From an optimization exercise on the open Yosys and OpenROAD flow, aimed at small area, a short achievable clock period and few clock cycles; shortcuts taken in it are not production practice. RTL that was checked went through simulation tests only; none was proved equivalent to the original. Power figures rest on the tool's default switching activity, not on a simulated workload.

==> flow/design.v <==
module Mult (
    input wire clk,
    input wire reset_total,
    input wire reset_local,
    input wire [31:0] operand_A_in,
    input wire [31:0] operand_B_in,
    output wire [31:0] product_Hi_out,
    output wire [31:0] product_Lo_out,
    output wire done
);
    localparam G  = 4;                 
    localparam W  = 2 * G;             
    localparam NG = (32 + W - 1) / W;  
    localparam NW = W + 33;            
    localparam NU = 64 - NW;           
    localparam NS = NW + 3;            
    reg  [NU-1:0] U;                   
    reg  [NS-1:0] S, C;                
    reg  [NG-1:0] R;                   
    reg           fin;                 
    reg           swap;                
    reg  [31:0]   M;                   
    reg  [G-1:0]  d_one, d_two, d_neg;  
    wire start = reset_local;
    wire busy  = |R;
    wire last  = ~busy & fin;
    wire [NG-1:0] TA, TB;
    assign TA[0] = |operand_A_in;
    assign TB[0] = |operand_B_in;
    genvar j, k;
    generate
        for (j = 1; j < NG; j = j + 1) begin : g_t
            wire [32-W*j:0] ha = operand_A_in[31:W*j-1];
            wire [32-W*j:0] hb = operand_B_in[31:W*j-1];
            assign TA[j] = ~(&ha | ~|ha);
            assign TB[j] = ~(&hb | ~|hb);
        end
    endgenerate
    wire [NG-1:0] T0    = TA & TB;
    wire          swap0 = |(TB & ~TA);
    wire [NG-1:0] Rn  = R >> 1;
    wire [NG-1:0] oh  = start ? (T0 & ~(T0 >> 1)) : (Rn & ~(Rn >> 1));
    wire [W*NG:0] ae  = {{(W*NG-32){operand_A_in[31]}}, operand_A_in, 1'b0};
    wire [W*NG:0] be  = {{(W*NG-32){operand_B_in[31]}}, operand_B_in, 1'b0};
    reg  [W:0]    ga, gb;
    integer i;
    always @(*) begin
        ga = {(W+1){1'b0}};
        gb = {(W+1){1'b0}};
        for (i = 0; i < NG; i = i + 1) begin
            ga = ga | ({(W+1){oh[i]}} & ae[W*i +: W+1]);
            gb = gb | ({(W+1){oh[i]}} & be[W*i +: W+1]);
        end
    end
    wire       sw  = start ? swap0 : swap;
    wire [W:0] grp = sw ? ga : gb;
    wire [G-1:0] n_one, n_two, n_neg;
    generate
        for (k = 0; k < G; k = k + 1) begin : g_dec
            wire b0 = grp[2*k], b1 = grp[2*k+1], b2 = grp[2*k+2];
            assign n_one[k] = b1 ^ b0;
            assign n_two[k] = (b2 & ~b1 & ~b0) | (~b2 & b1 & b0);
            assign n_neg[k] = b2;
        end
    endgenerate
    wire [33:0] m1 = {{2{M[31]}}, M};
    wire [33:0] m2 = {M[31], M, 1'b0};
    wire [NS-1:0] xs [0:G-1];
    reg  [W-1:0]  negbits;
    generate
        for (k = 0; k < G; k = k + 1) begin : g_pp
            wire [33:0] x = (({34{d_one[k]}} & m1) | ({34{d_two[k]}} & m2)) ^ {34{d_neg[k]}};
            wire [NS-1:0] xe = {{(NS-34){x[33]}}, x};
            assign xs[k] = xe << (2 * k);
        end
    endgenerate
    always @(*) begin
        negbits = {W{1'b0}};
        for (i = 0; i < G; i = i + 1) negbits[2*i] = d_neg[i];
    end
    wire [NS-1:0] a0 = {{3{1'b0}}, S[NW-W-1:0], negbits};
    wire [NS-1:0] a1 = {{3{1'b0}}, C[NW-W-1:0], {W{1'b0}}};
    reg  [NS-1:0] ns, nc;
    function [2*NS-1:0] csa;
        input [NS-1:0] x, y, z;
        csa = {x ^ y ^ z, ((x & y) | (x & z) | (y & z)) << 1};
    endfunction
    generate
        if (G == 4) begin : g_t4
            always @(*) begin : b_t4
                reg [NS-1:0] s1, c1, s2, c2, s3, c3;
                {s1, c1} = csa(xs[0], xs[1], xs[2]);
                {s2, c2} = csa(xs[3], a0, a1);
                {s3, c3} = csa(s1, c1, s2);
                {ns, nc} = csa(s3, c3, c2);
            end
        end else if (G == 3) begin : g_t3
            always @(*) begin : b_t3
                reg [NS-1:0] s1, c1, s2, c2;
                {s1, c1} = csa(xs[0], xs[1], xs[2]);
                {s2, c2} = csa(s1, c1, a0);
                {ns, nc} = csa(s2, c2, a1);
            end
        end else begin : g_t2
            always @(*) begin : b_t2
                reg [NS-1:0] s1, c1;
                {s1, c1} = csa(a0, a1, xs[0]);
                {ns, nc} = csa(s1, c1, xs[1]);
            end
        end
    endgenerate
    wire [2:0]    q3  = S[NS-1:NW] + C[NS-1:NW];
    wire [NU-1:0] uq0 = U + {{(NU-3){q3[2]}}, q3};
    wire [NU-1:0] uq1 = uq0 + 1'b1;
    wire [W:0]    hs  = S[NW-1:NW-W] + C[NW-1:NW-W];
    wire [NU-1:0] u_it = {(hs[W] ? uq1[NU-W-1:0] : uq0[NU-W-1:0]), hs[W-1:0]};
    wire [NW:0]   z   = S[NW-1:0] + C[NW-1:0];
    wire [NU-1:0] u_fn = z[NW] ? uq1 : uq0;
    always @(posedge clk) begin
        if (reset_total) begin
            R   <= {NG{1'b0}};
            fin <= 1'b0;
        end else if (start) begin
            R   <= T0;
            fin <= |T0;
        end else if (busy) begin
            R   <= Rn;
        end else if (fin) begin
            fin <= 1'b0;
        end
        if (start) begin
            U    <= {NU{1'b0}};
            S    <= {NS{1'b0}};
            C    <= {NS{1'b0}};
            swap <= swap0;
            M    <= swap0 ? operand_B_in : operand_A_in;
        end else if (busy) begin
            U    <= u_it;
            S    <= ns;
            C    <= nc;
        end else if (fin) begin
            U    <= u_fn;
            S    <= {3'b000, z[NW-1:0]};
            C    <= {NS{1'b0}};
        end
        if (start | busy) begin
            d_one <= n_one;
            d_two <= n_two;
            d_neg <= n_neg;
        end
    end
    assign done = ~busy & ~fin;
    wire [63:0] P = {U, S[NW-1:0]};
    assign product_Hi_out = P[63:32];
    assign product_Lo_out = P[31:0];
endmodule
make LEC_CHECK=0 CAP_MARGIN=20 CORE_MARGIN=2 CORE_UTILIZATION=40 SLEW_MARGIN=20 finish   # period 4.0 ns
run.sh (not shown) runs the stock make flow with config.mk's settings and CLKGATE_MAP_FILE= SYNTH_SCRIPT=/design/flow/synth_recipe.tcl, a recipe that flattens the netlist after the stock synthesis.
The starting point produced a layout that fails on negative setup slack.
Rerun with:
--- a/flow/design.v
+++ b/flow/design.v
@@ -108,15 +108,35 @@
                 {ns, nc} = csa(s1, c1, xs[1]);
             end
         end
     endgenerate
     wire [2:0]    q3  = S[NS-1:NW] + C[NS-1:NW];
-    wire [NU-1:0] uq0 = U + {{(NU-3){q3[2]}}, q3};
-    wire [NU-1:0] uq1 = uq0 + 1'b1;
-    wire [W:0]    hs  = S[NW-1:NW-W] + C[NW-1:NW-W];
+    wire [NU-5:0] uh  = U[NU-1:4];
+    wire [NU-5:0] uhp = uh + 1'b1;
+    wire [NU-5:0] uhm = uh - 1'b1;
+    wire [NU-1:0] cand [0:5];
+    generate
+        for (k = 0; k < 6; k = k + 1) begin : g_cand
+            wire [5:0] t = {2'b00, U[3:0]} + (k - 2);
+            assign cand[k] = {(t[5] ? uhm : t[4] ? uhp : uh), t[3:0]};
+        end
+    endgenerate
+    reg [NU-1:0] uq0, uq1;
+    always @(*) begin
+        case (q3)
+            3'b110:  begin uq0 = cand[0]; uq1 = cand[1]; end
+            3'b111:  begin uq0 = cand[1]; uq1 = cand[2]; end
+            3'b001:  begin uq0 = cand[3]; uq1 = cand[4]; end
+            3'b010:  begin uq0 = cand[4]; uq1 = cand[5]; end
+            default: begin uq0 = cand[2]; uq1 = cand[3]; end
+        endcase
+    end
+    wire [W:0]    hs;
+    ks_add #(.N(W)) u_hs (.a(S[NW-1:NW-W]), .b(C[NW-1:NW-W]), .y(hs));
     wire [NU-1:0] u_it = {(hs[W] ? uq1[NU-W-1:0] : uq0[NU-W-1:0]), hs[W-1:0]};
-    wire [NW:0]   z   = S[NW-1:0] + C[NW-1:0];
+    wire [NW:0]   z;
+    ks_add #(.N(NW)) u_z (.a(S[NW-1:0]), .b(C[NW-1:0]), .y(z));
     wire [NU-1:0] u_fn = z[NW] ? uq1 : uq0;
     always @(posedge clk) begin
         if (reset_total) begin
             R   <= {NG{1'b0}};
             fin <= 1'b0;
@@ -152,5 +172,28 @@
     assign done = ~busy & ~fin;
     wire [63:0] P = {U, S[NW-1:0]};
     assign product_Hi_out = P[63:32];
     assign product_Lo_out = P[31:0];
 endmodule
+module ks_add #(parameter N = 8) (
+    input  wire [N-1:0] a,
+    input  wire [N-1:0] b,
+    output wire [N:0]   y
+);
+    reg [N-1:0] g, p, g2, p2;
+    integer i, d;
+    always @(*) begin
+        g = a & b;
+        p = a | b;
+        for (d = 1; d < N; d = d * 2) begin
+            g2 = g;
+            p2 = p;
+            for (i = d; i < N; i = i + 1) begin
+                g2[i] = g[i] | (p[i] & g[i-d]);
+                p2[i] = p[i] & p[i-d];
+            end
+            g = g2;
+            p = p2;
+        end
+    end
+    assign y = {g[N-1], (a ^ b) ^ {g[N-2:0], 1'b0}};
+endmodule
- The new run went through all stages and came out clean
- combinational power decreases by about 7%
- fmax increases by 13%
- worst setup slack gains 0.51 ns
- design area increases by 4.2%
- clock skew stays flat
- core utilization decreases by 3.8 points
Testbench counts after the change, summed over its fixed seeds: cycles 11,993.
Only the layout flow was run in the first run of this note; the RTL was not checked for function there.

-- afterwards: timing with drivers on the ports --
Ports are ideal in the flow. The routed layouts listed here were re-timed in OpenROAD. Step 1: set_driving_cell puts a clkbuf_16 on clk and a buf_2 on each other input, an assumption about the parent block. Step 2 adds t to the input delays and takes it off the output delays; t is the mean of the earliest and latest rising clock arrival at the registers after step 1. Input paths then give back, and output paths get back, about the clock's delay inside the block. a / b / c = no drivers / after step 1 / after step 2; a / b = the first two.
| run | t (ns) | slack for setup (ns) | worst setup path at the end |
|---|---|---|---|
| the first run | 0.518 | -0.341 / -0.341 / -0.341 | register to register |
| the second run | 0.516 | 0.167 / 0.167 / -0.054 | input to register |
Met with ideal ports but missed after step 2: setup timing in the second run. For the second run, which loses most, drivers alone change the setup slack by 0.000 ns; drivers and shift together by -0.221 ns.
